From an optimization exercise on the open Yosys and OpenROAD flow, aimed at small area and a short achievable clock period; shortcuts taken in it are not production practice. Where RTL was checked, it was by simulation tests only, not by an equivalence proof against the original. Power figures rest on the tool's default switching activity, not on a simulated workload.

==> v2 <==
==> flow/design.v (excerpt) <==
module fp_adder_16_bit (
    input clock,
    input reset,
    input in_valid,
    input [15:0] operand_a,
    input [15:0] operand_b,
    input final_operation,
    output reg out_valid,
    output reg [15:0] result,
    output reg overflow_flag,
    output reg underflow_flag,
    output reg zero_flag,
    output reg infinity_flag,
    output reg NaN_flag
);
==> module fp_adder_16_bit, before the edit <==
module fp_adder_16_bit (
    input clock,
    input reset,
    input in_valid,
    input [15:0] operand_a,
    input [15:0] operand_b,
    input final_operation,
    output reg out_valid,
    output reg [15:0] result,
    output reg overflow_flag,
    output reg underflow_flag,
    output reg zero_flag,
    output reg infinity_flag,
    output reg NaN_flag
);
    localparam S1 = 1;    
    localparam S2 = 1;    
    localparam S3 = 1;    
    localparam S4 = 1;    
    wire        sa = operand_a[15], sb = operand_b[15];
    wire [4:0]  ea = operand_a[14:10], eb = operand_b[14:10];
    wire [9:0]  fa = operand_a[9:0],  fb = operand_b[9:0];
    wire        ha = |fa, hb = |fb;
    wire [10:0] ma = {ha, fa}, mb = {hb, fb};
    wire ea_max = &ea, eb_max = &eb;
    wire zero_c = ~ha & ~hb;
    wire inf_c  = (ea_max & ~ha) | (eb_max & ~hb);
    wire nan_c  = (ea_max & ha) | (eb_max & hb);
    wire [5:0]  ediff = {1'b0, ea} - {1'b0, eb};      
    wire        e_eq  = (ea == eb);
    wire        f_lt  = (fa < fb);
    wire        bsel  = e_eq ? f_lt : ediff[5];
    wire        sign  = bsel ? sb : sa;
    wire [4:0]  bexp  = ediff[5] ? eb : ea;
    wire [10:0] big   = bsel ? mb : ma;
    wire [10:0] lil   = bsel ? ma : mb;
    wire        flush = ediff[5] | (ediff[4:0] > 5'd11);
    wire [3:0]  sh    = ediff[3:0];
    wire        op    = final_operation ^ sa ^ sb;
    wire [10:0] big_1, lil_1;
    wire [4:0]  bexp_1;
    wire [3:0]  sh_1;
    wire        flush_1, sign_1, op_1, fop_1, zero_1, inf_1, nan_1, v_1;
    pipe_stage #(.W(38), .EN(S1)) r1 (clock,
        {big, lil, bexp, sh, flush, sign, op, final_operation, zero_c, inf_c, nan_c},
        {big_1, lil_1, bexp_1, sh_1, flush_1, sign_1, op_1, fop_1, zero_1, inf_1, nan_1});
    valid_stage #(.EN(S1)) rv1 (clock, reset, in_valid, v_1);
    wire [13:0] lx    = {lil_1, 3'b000};
    wire [13:0] shx   = lx >> sh_1;
    wire [13:0] smask = ~(14'h3fff << (sh_1 + 4'd2));    
    wire        stk   = |(lx & smask);
    wire [13:0] al    = flush_1 ? {13'd0, |lil_1} : {shx[13:1], stk};
    wire [10:0] big_2;
    wire [13:0] al_2;
    wire [4:0]  bexp_2;
    wire        sign_2, op_2, fop_2, zero_2, inf_2, nan_2, v_2;
    pipe_stage #(.W(36), .EN(S2)) r2 (clock,
        {big_1, al, bexp_1, sign_1, op_1, fop_1, zero_1, inf_1, nan_1},
        {big_2, al_2, bexp_2, sign_2, op_2, fop_2, zero_2, inf_2, nan_2});
    valid_stage #(.EN(S2)) rv2 (clock, reset, v_1, v_2);
    wire [14:0] s3  = {1'b0, big_2, 3'b000} + {1'b0, al_2 ^ {14{op_2}}} + {14'd0, op_2};
    wire        as_ = s3[14] & ~op_2 & ~fop_2;    
    wire [13:0] R   = s3[13:0];
    wire [13:0] R_3;
    wire [4:0]  bexp_3;
    wire        as_3, sign_3, zero_3, inf_3, nan_3, v_3;
    pipe_stage #(.W(24), .EN(S3)) r3 (clock,
        {R, as_, bexp_2, sign_2, zero_2, inf_2, nan_2},
        {R_3, as_3, bexp_3, sign_3, zero_3, inf_3, nan_3});
    valid_stage #(.EN(S3)) rv3 (clock, reset, v_2, v_3);
    reg  [3:0]  lz;
    integer i;
    always @(*) begin
        lz = 4'd0;
        for (i = 0; i <= 13; i = i + 1)
            if (R_3[i]) lz = 4'd13 - i;
    end
    wire [12:0] nm = as_3 ? R_3[13:1] : (R_3[12:0] << lz);
    wire [4:0]  ne = as_3 ? bexp_3 + 5'd1 : bexp_3 - {1'b0, lz};
    wire [12:0] nm_4;
    wire [4:0]  ne_4;
    wire        sign_4, zero_4, inf_4, nan_4, v_4;
    pipe_stage #(.W(22), .EN(S4)) r4 (clock,
        {nm, ne, sign_3, zero_3, inf_3, nan_3},
        {nm_4, ne_4, sign_4, zero_4, inf_4, nan_4});
    valid_stage #(.EN(S4)) rv4 (clock, reset, v_3, v_4);
    wire        inc = nm_4[2] & (nm_4[1] | nm_4[0] | nm_4[3]);
    wire [9:0]  mr  = nm_4[12:3] + {9'd0, inc};
    wire        wr  = (mr == 10'h200);
    wire [4:0]  ex  = wr ? ne_4 + 5'd1 : ne_4;
    wire [9:0]  mw  = wr ? 10'd1 : mr;
    wire        ovf = &ex;
    wire [9:0]  mo  = ovf ? 10'd0 : mw;
    wire        unf = (ex == 5'd0) & (mo == 10'd0);
    wire [4:0]  xo  = (inf_4 | nan_4) ? 5'h1f : ex;
    wire [9:0]  fo  = inf_4 ? 10'd0 : nan_4 ? 10'h3ff : mo;
    always @(posedge clock) begin
        result         <= {sign_4, xo, fo};
        overflow_flag  <= ovf;
        underflow_flag <= unf;
        zero_flag      <= zero_4;
        infinity_flag  <= inf_4;
        NaN_flag       <= nan_4;
    end
    always @(posedge clock or posedge reset)
        if (reset) out_valid <= 1'b0;
        else       out_valid <= v_4;
endmodule
Settings: LEC_CHECK=0, CAP_MARGIN=20, CORE_MARGIN=2, CORE_UTILIZATION=40, SLEW_MARGIN=20; clock period 3.5 ns.
run.sh (not shown) runs the stock make flow with config.mk's settings and CLKGATE_MAP_FILE= SYNTH_SCRIPT=/design/flow/synth_recipe.tcl, a recipe that flattens the netlist after the stock synthesis.
==> v7 (differences from v2) <==
--- a/flow/design.v
+++ b/flow/design.v
@@ -101,26 +101,42 @@
     integer i;
     always @(*) begin
         lz = 4'd0;
-        for (i = 0; i <= 13; i = i + 1)
+        for (i = 0; i < 14; i = i + 1)
             if (R_3[i]) lz = 4'd13 - i;
     end
     wire [12:0] nm = as_3 ? R_3[13:1] : (R_3[12:0] << lz);
-    wire [4:0]  ne = as_3 ? bexp_3 + 5'd1 : bexp_3 - {1'b0, lz};
     wire [12:0] nm_4;
-    wire [4:0]  ne_4;
-    wire        sign_4, zero_4, inf_4, nan_4, v_4;
-    pipe_stage #(.W(22), .EN(S4)) r4 (clock,
-        {nm, ne, sign_3, zero_3, inf_3, nan_3},
-        {nm_4, ne_4, sign_4, zero_4, inf_4, nan_4});
+    wire [3:0]  lz_4;
+    wire [4:0]  bexp_4;
+    wire        as_4, sign_4, zero_4, inf_4, nan_4, v_4;
+    pipe_stage #(.W(27), .EN(S4)) r4 (clock,
+        {nm, lz, bexp_3, as_3, sign_3, zero_3, inf_3, nan_3},
+        {nm_4, lz_4, bexp_4, as_4, sign_4, zero_4, inf_4, nan_4});
     valid_stage #(.EN(S4)) rv4 (clock, reset, v_3, v_4);
+    wire [4:0]  ne0 = as_4 ? bexp_4 + 5'd1 : bexp_4 - {1'b0, lz_4};
+    wire [4:0]  ne1 = ne0 + 5'd1;
+    wire [9:0]  M   = nm_4[12:3];
     wire        inc = nm_4[2] & (nm_4[1] | nm_4[0] | nm_4[3]);
-    wire [9:0]  mr  = nm_4[12:3] + {9'd0, inc};
-    wire        wr  = (mr == 10'h200);
-    wire [4:0]  ex  = wr ? ne_4 + 5'd1 : ne_4;
-    wire [9:0]  mw  = wr ? 10'd1 : mr;
-    wire        ovf = &ex;
-    wire [9:0]  mo  = ovf ? 10'd0 : mw;
-    wire        unf = (ex == 5'd0) & (mo == 10'd0);
+    wire [9:0]  pre;
+    genvar k;
+    generate for (k = 0; k < 10; k = k + 1) begin : g_pre
+        if (k == 0) begin : g0
+            assign pre[k] = 1'b1;
+        end else begin : gk
+            assign pre[k] = &M[k-1:0];
+        end
+    end endgenerate
+    wire [9:0]  mr  = M ^ (pre & {10{inc}});
+    wire        m_all1 = &M;
+    wire        m_zero = ~|M;
+    wire        m_1ff  = (M == 10'h1ff);
+    wire        m_200  = (M == 10'h200);
+    wire        wr  = inc ? m_1ff : m_200;           
+    wire        mrz = inc ? m_all1 : m_zero;         
+    wire        ovf = wr ? (ne0 == 5'd30) : (ne0 == 5'd31);
+    wire        unf = (ne0 == 5'd0) & mrz;
+    wire [4:0]  ex  = wr ? ne1 : ne0;
+    wire [9:0]  mo  = ovf ? 10'd0 : wr ? 10'd1 : mr;
     wire [4:0]  xo  = (inf_4 | nan_4) ? 5'h1f : ex;
     wire [9:0]  fo  = inf_4 ? 10'd0 : nan_4 ? 10'h3ff : mo;
     always @(posedge clock) begin
==> flow/flow/run.sh (new file) <==
#!/bin/bash
# Standard ORFS layout, with synthesis mapping the logic through Yosys's own
# ABC script and without full/half-adder extraction. Registers, their names
# and cell types are the same as the standard synthesis gives.
set -euo pipefail
bash standard.sh SYNTH_SCRIPT="$PWD/flow/my_synth.tcl" ADDER_MAP_FILE= finish > "$PWD/flow_make.log" 2>&1
==> flow/flow/my_synth.tcl (new file) <==
proc synth {args} { yosys synth -nofsm -noshare {*}$args }
# technology mapping: Yosys's own ABC script, timing-driven, in place of ORFS's
proc abc {args} {
  set i [lsearch -exact $args -script]
  if {$i >= 0} { set args [lreplace $args $i [expr {$i + 1}]] }
  if {[info exists ::env(MY_ABC_D)]} { lappend args -D $::env(MY_ABC_D) }
  puts "abc override: $args"
  yosys abc {*}$args
}
source $::env(SCRIPTS_DIR)/synth.tcl
# left out here: clear keep_hierarchy, flatten, clean up, hide names made inside functions, write 1_2_yosys.v
==> flow/standard.sh (new file) <==
#!/bin/bash
# synth_recipe.tcl (not shown) runs the flow's synth.tcl, then flattens the netlist and writes it again
# the make line also repeats each setting of config.mk as NAME=value (left out here)
make -C /OpenROAD-flow-scripts/flow DESIGN_CONFIG=/design/flow/config.mk WORK_HOME=/design/flow/orfs CLKGATE_MAP_FILE= SYNTH_SCRIPT=/design/flow/synth_recipe.tcl "${@:-finish}"
Settings changed: SETUP_SLACK_MARGIN set to 1.0.
removed: flow/run.sh
==> comparison table <==
Status: v7 timing/DRC/antenna clean; v2 timing/DRC/antenna clean
Total number of tap cells: v7 188; v2 220
Post-route clock period utilization: v7 86.1%; v2 87.1%
Final wirelength: v7 13.5 mm; v2 14.1 mm
Register fraction of the total cell area: v7 37.0%; v2 36.7%
Power drawn by the clock network: v7 1.76 mW; v2 1.83 mW
Total power divided by cell area: v7 893 mW/mm²; v2 853 mW/mm²
Sequential fraction of the synthesis area: v7 50.0%; v2 44.2%
Routed WL per cell: v7 14.1 µm; v2 14.6 µm
Non-clk invs: v7 29; v2 34
CP Depth: v7 11; v2 10
Sequential cell power: v7 2.58 mW; v2 2.51 mW
Met3 wirelength from detailed routing: v7 481 µm; v2 651 µm
No functional check of the RTL was part of v7.

==> what the ideal ports hide <==
How much do the figures lean on ideal ports? The routed layouts below were timed once more, with nothing changed but the port constraints.
Step 1, drivers: a clkbuf_16 drives clock and a buf_2 each remaining input, both assumed.
Step 2, shift: input delay + t, output delay - t, t = (earliest + latest rising clock arrival at the registers) / 2. This alone moves slack from input paths to output paths.
a / b / c = no drivers / after step 1 / after step 2; a / b = the first two.
run	t (ns)	setup slack, ns	hold slack, ns
v2	0.453	0.452 / 0.452 / 0.275	0.325 / 0.325 / 0.325
v7	0.458	0.485 / 0.485 / 0.110	0.326 / 0.326 / 0.326
After both steps setup and hold are still met in every run listed. For v7, which loses most, drivers alone change the setup slack by 0.000 ns; drivers and shift together by -0.375 ns.
